Context: an optimization exercise on an open-source flow, tuned for small area. The choices shown serve that exercise and are no tape-out recipe. The RTL was checked by simulation tests, not by an equivalence proof against the original design. Power figures rest on the tool's default switching activity, not on a simulated workload.

Design Top, start of the top module:
module Top(
	clk,
	data_in,
	data_out,
	element,
	outmatrix
);
For scale: ~1500 cells after synthesis, about 490 flip-flops.
clock: 6.0 ns
lec_check: 0
abc_area: 1
cap_margin: 20
core_margin: 2
core_utilization: 65
cts_buf_list: sky130_fd_sc_hd__clkbuf_8
cts_cluster_size: 32
slew_margin: 20
run.sh (not shown) runs the stock make flow with config.mk's settings and CLKGATE_MAP_FILE= SYNTH_SCRIPT=/design/flow/synth_recipe.tcl, a recipe that flattens the netlist after the stock synthesis.
==> next run, changes <==
--- a/flow/config.mk
+++ b/flow/config.mk
@@ -8 +7,0 @@
-export ABC_AREA = 1
@@ -11,3 +10 @@
-export CORE_UTILIZATION = 65
-export CTS_BUF_LIST = sky130_fd_sc_hd__clkbuf_8
-export CTS_CLUSTER_SIZE = 32
+export CORE_UTILIZATION = 40
What happened: Area after synthesis increases by 5.6%. Final cell count increases by 5.0%. Fmax decreases by 3.8%. Count of clock-buffer cells in the layout decreases by 28. Clock power increases by 18%. Design area increases by 7.5%. Via count increases by 11%. Global-route usage decreases by 5.9 points. Utilization decreases by 28 points. Worst setup slack is worse by 0.18 ns. Die area increases by 70%.

---

The RTL this note starts from:
==> flow/design.v <==
`timescale 1ns / 1ns
module counter(
	clk,
	reset,
	counter
);
input clk, reset;
output reg [5:0] counter;
always @(posedge clk) begin
	if(reset)
		counter <= 6'd0;
	else
		counter <= counter + 6'd1;
end
endmodule
`timescale 1ns / 1ns
module sobel(
	a,
	b,
	out
);
input  [10:0] a, b;	 
output [7:0] out;
wire sat_a = a[10] ? (~&a[9:7] | ~|a[6:0]) : |a[9:7];
wire sat_b = b[10] ? (~&b[9:7] | ~|b[6:0]) : |b[9:7];
wire [6:0] mag_a = a[10] ? 7'd0 - a[6:0] : a[6:0];
wire [6:0] mag_b = b[10] ? 7'd0 - b[6:0] : b[6:0];
wire [6:0] mx = (mag_a > mag_b) ? mag_a : mag_b;
assign out = (sat_a | sat_b) ? 8'hff : {mx, 1'b0};
endmodule
`timescale 1ns / 1ns
module Top(
	clk,
	data_in,
	data_out,
	element,
	outmatrix
);
input clk, data_in, data_out;
input [7:0] element;
output reg [7:0] outmatrix;
wire [5:0] Wadr, Radr;
reg loading;	 
always @(posedge clk)
	loading <= data_in;
counter countin(
	.clk(clk),
	.reset(!loading),
	.counter(Wadr)
);
counter countout(
	.clk(clk),
	.reset(!data_out),
	.counter(Radr)
);
reg [7:0] px [1:9];
reg [9:0] qs [1:10];
integer k;
always @(posedge clk) begin
	px[1] <= element;
	qs[1] <= element + px[1] + px[8] + px[9];
	for (k = 2; k <= 9; k = k + 1)
		px[k] <= px[k-1];
	for (k = 2; k <= 10; k = k + 1)
		qs[k] <= qs[k-1];
end
wire [10:0] a = {1'b0, qs[9]} - {1'b0, qs[2]};
wire [10:0] b = {1'b0, qs[1]} - {1'b0, qs[10]};
wire [7:0] res;
sobel Sobel(
	.a(a),
	.b(b),
	.out(res)
);
wire ins = loading & (|Wadr[5:4]) & (|Wadr[2:1]);
wire [2:0] wrow = Wadr[5:3];
reg [7:0] ring [0:35];
integer r;
always @(posedge clk)
	for (r = 0; r < 6; r = r + 1) begin
		ring[6*r] <= (ins && wrow == r + 2) ? res : ring[6*r+5];
		for (k = 1; k < 6; k = k + 1)
			ring[6*r+k] <= ring[6*r+k-1];
	end
reg [2:0] ph, burst_ph;
wire [2:0] ph_next = data_in ? 3'd5 : (ph == 3'd5) ? 3'd0 : ph + 3'd1;
always @(posedge clk) begin
	ph <= ph_next;
	if (!data_out)
		burst_ph <= ph_next;
end
wire [2:0] rrow = Radr[5:3];
wire [2:0] rcol = Radr[2:0];
wire border = (rrow == 3'd0) | (rrow == 3'd7) | (rcol == 3'd0) | (rcol == 3'd7);
reg [7:0] rd;
integer g;
always @(*) begin
	rd = 8'd0;
	for (g = 0; g < 36; g = g + 1)
		if (rrow == g / 6 + 1 && burst_ph == g % 6)
			rd = ring[g];
end
always @(posedge clk)
	if (data_out)
		outmatrix <= border ? 8'd0 : rd;
endmodule
==> flow/config.mk <==
export PLATFORM = sky130hd
export DESIGN_NAME = Top
export DESIGN_NICKNAME = Top
export VERILOG_FILES = /design/flow/design.v
export SDC_FILE = /design/flow/constraint.sdc
export NUM_CORES = 4
export LEC_CHECK = 0
export ABC_AREA = 1
export CAP_MARGIN = 20
export CORE_MARGIN = 2
export CORE_UTILIZATION = 65
export SLEW_MARGIN = 20
==> flow/constraint.sdc <==
create_clock -name core_clock -period 6.0 [get_ports {clk}]
set_input_delay 1.2000 -clock core_clock [delete_from_list [all_inputs] [get_ports {clk}]]
set_output_delay 1.2000 -clock core_clock [all_outputs]
set_load 0.01 [all_outputs]
The baseline completed with no timing, DRC or antenna violations.
Next try:
- CTS_BUF_LIST: not set -> sky130_fd_sc_hd__clkbuf_16
- CTS_CLUSTER_DIAMETER: not set -> 100
- CTS_CLUSTER_SIZE: not set -> 24
=> Via count is lower by about 2%; sequential share of layout area is higher by 3.1 points; die area does not change; register-to-register slack improved by 50 ps; hold slack got worse by 8.8 ps; wire length is lower by 3.7%; global-route usage is lower by 1.0 points; setup slack improved by 54 ps; clock power is lower by about 40%; final area is lower by about 5%; final cell count is lower by about 2.8%.

---

Setup of delta:
Another version of the RTL of Top (not shown whole).
Size in the first run: about 940 cells after synthesis, about 490 flip-flops, roughly 19 I/O pins, ~14000 um^2 of cells after synthesis.
==> flow/design.v (excerpt) <==
module Top(
	clk,
	data_in,
	data_out,
	element,
	outmatrix
);
input clk, data_in, data_out;
input [7:0] element;
output reg [7:0] outmatrix;
reg loading;		 
reg [5:0] Wadr;		 
reg [5:0] Radr;		 
wire [5:0] Wadr_next, Radr_next;
counter countin(
	.reset(!loading),
	.count(Wadr),
	.next(Wadr_next)
);
counter countout(
	.reset(!data_out),
	.count(Radr),
	.next(Radr_next)
);
always @(posedge clk) begin
	loading <= data_in;
	Wadr <= Wadr_next;
	Radr <= Radr_next;
end
reg [71:0] px;
reg [99:0] qs;
wire [7:0] px1 = px[7:0], px8 = px[63:56], px9 = px[71:64];
wire [7:0] s1, c1;	 
wire [8:0] s2;
wire [7:0] c2;		 
wire [9:0] k;		 
wire [9:0] q0;
genvar i, r, b;
generate for (i = 0; i < 8; i = i + 1) begin : csa
	fa F1(.a(px1[i]), .b(px8[i]), .c(px9[i]), .s(s1[i]), .co(c1[i]));
	if (i > 0)
		fa F2(.a(s1[i]), .b(c1[i-1]), .c(element[i]), .s(s2[i]), .co(c2[i]));
	else
		ha H2(.a(s1[0]), .b(element[0]), .s(s2[0]), .co(c2[0]));
end endgenerate
assign s2[8] = c1[7];
assign q0[0] = s2[0];
ha H(.a(s2[1]), .b(c2[0]), .s(q0[1]), .co(k[2]));
generate for (i = 2; i < 9; i = i + 1) begin : add
	fa F(.a(s2[i]), .b(c2[i-1]), .c(k[i]), .s(q0[i]), .co(k[i+1]));
end endgenerate
assign q0[9] = k[9];
always @(posedge clk) begin
	px <= {px[63:0], element};
	qs <= {qs[89:0], q0};
end
wire [7:0] code;
sobel Sobel(
	.pa(qs[89:80]),
	.na(qs[19:10]),
	.pb(qs[9:0]),
	.nb(qs[99:90]),
	.code(code)
);
wire ins = loading & (|Wadr[5:4]) & (|Wadr[2:1]);
wire [2:0] wrow = Wadr[5:3];
reg [287:0] ring;
generate for (r = 0; r < 6; r = r + 1) begin : rows
	wire put = ins & (wrow == r + 2);
	wire keep = ~put;
	wire [7:0] head;
	for (b = 0; b < 8; b = b + 1) begin : hb
		ao22 H(.a1(put), .a2(code[b]), .b1(keep), .b2(ring[48*r+40+b]), .y(head[b]));
	end
	always @(posedge clk)
		ring[48*r +: 48] <= {ring[48*r +: 40], head};
end endgenerate
reg [2:0] ph, burst_ph;
wire [2:0] ph_next = data_in ? 3'd5 : (ph == 3'd5) ? 3'd0 : ph + 3'd1;
always @(posedge clk) begin
	ph <= ph_next;
	if (!data_out)
		burst_ph <= ph_next;
end
wire [2:0] rrow = Radr[5:3];
wire [2:0] rcol = Radr[2:0];
  ...
Settings: LEC_CHECK=0, CAP_MARGIN=20, CORE_MARGIN=2, CORE_UTILIZATION=70, CTS_BUF_LIST=sky130_fd_sc_hd__clkbuf_16, CTS_CLUSTER_DIAMETER=120, CTS_CLUSTER_SIZE=32, SLEW_MARGIN=20, SYNTH_HIERARCHICAL=1; clock period 6.0 ns.
delta: full flow OK, the timing, DRC and antenna checks passed
### delta -> alpha
# delta
export LEC_CHECK = 0
export CAP_MARGIN = 20
export CORE_MARGIN = 2
export CORE_UTILIZATION = 70
export CTS_BUF_LIST = sky130_fd_sc_hd__clkbuf_16
export CTS_CLUSTER_DIAMETER = 120
export CTS_CLUSTER_SIZE = 32
export SLEW_MARGIN = 20
export SYNTH_HIERARCHICAL = 1
create_clock -name core_clock -period 6.0 [get_ports {clk}]
# alpha
export LEC_CHECK = 0
export CAP_MARGIN = 20
export CORE_MARGIN = 2
export CORE_UTILIZATION = 65
export CTS_BUF_LIST = sky130_fd_sc_hd__clkbuf_16
export CTS_CLUSTER_DIAMETER = 120
export CTS_CLUSTER_SIZE = 32
export SLEW_MARGIN = 20
export SYNTH_HIERARCHICAL = 1
create_clock -name core_clock -period 6.0 [get_ports {clk}]
==> comparison <==
Final instance area delta (alpha -> delta): insignificant. For delta, the critical path startpoint was qs[0], unlike alpha, where it was qs[10]. delta reports its end point of the critical path as ring[102] while alpha reports ring[198]. Global-route wire length before repair (alpha over delta): decrease, about 1.8%. [compare] base=delta new=alpha: met1 routing resource usage after global routing decreased 3.9 points; time the final worst path needs with I/O delays and setup decreased 54 ps; combinational share of power decreased 0.8 points; transition time of the tightest slew-check pin increased 62 ps. Against delta, alpha comes in 50 ps higher on setup slack of the most critical reg-to-reg path. Diff delta -> alpha: number of placed instances with taps included grew by 9, final-layout clock-cell area share held steady, die outline area grew by about 7.5%.

---

Top, a different RTL version from the one above (not shown whole).
For scale: about 1100 cells after synthesis, ~19 I/O pins, ~15000 um^2 of cells after synthesis.
// Top
module Top(
	clk,
	data_in,
	data_out,
	element,
	outmatrix
);
make LEC_CHECK=0 CAP_MARGIN=20 CORE_MARGIN=2 CORE_UTILIZATION=65 CTS_BUF_LIST=sky130_fd_sc_hd__clkbuf_16 CTS_CLUSTER_DIAMETER=100 CTS_CLUSTER_SIZE=24 SLEW_MARGIN=20 SYNTH_HIERARCHICAL=1 finish   # period 6.0 ns
==> next run, changes <==
- CTS_CLUSTER_DIAMETER: 100 -> 120
- CTS_CLUSTER_SIZE: 24 -> 32
Outcome: The changed run finished clean. First-iteration DRC count is higher by 7.3%. Cell count is about the same. Wire length is lower by about 0.43%. Core utilization drops by 0.59 points. Synthesized area does not change. Setup slack gets better by 0.013 ns. Fmax is about the same. Non-clock buffer count does not change.

[what the ideal ports hide]
How much do the figures lean on ideal ports? The routed layouts below were timed once more, with nothing changed but the port constraints.
Step 1 assumes that a clkbuf_16 drives the clock port and a buf_2 every other input.
Step 2, shift: input delay + t, output delay - t, t = (earliest + latest rising clock arrival at the registers) / 2. This alone moves slack from input paths to output paths.
Three values: ideal, step 1, step 2; two values: the first two.
run	shift t [ns]	setup WS [ns]	worst setup path after step 2	clock arrival spread, ns
the first run of note 1	0.613	1.357 / 1.357 / 1.357	register to register	0.022 / 0.023
the second run of note 1	0.623	1.175 / 1.175 / 1.175	register to register	0.030 / 0.029
the first run of note 2	0.585	1.320 / 1.320 / 1.320	register to register	0.015 / 0.016
the second run of note 2	0.586	1.374 / 1.374 / 1.374	register to register	0.023 / 0.022
delta	0.555	0.321 / 0.321 / 0.321	register to register	0.028 / 0.029
alpha	0.571	0.375 / 0.375 / 0.375	register to register	0.030 / 0.030
the first run of note 4	0.586	0.336 / 0.361 / -0.225	input to register	0.024 / 0.024
the second run of note 4	0.570	0.350 / 0.375 / -0.194	input to register	0.031 / 0.031
With both steps, setup timing fails in the first run of note 4 and the second run of note 4, where it was met with ideal ports. The setup slack of the first run of note 4, which loses most, moves by +0.025 ns with the drivers and by -0.561 ns with both steps.
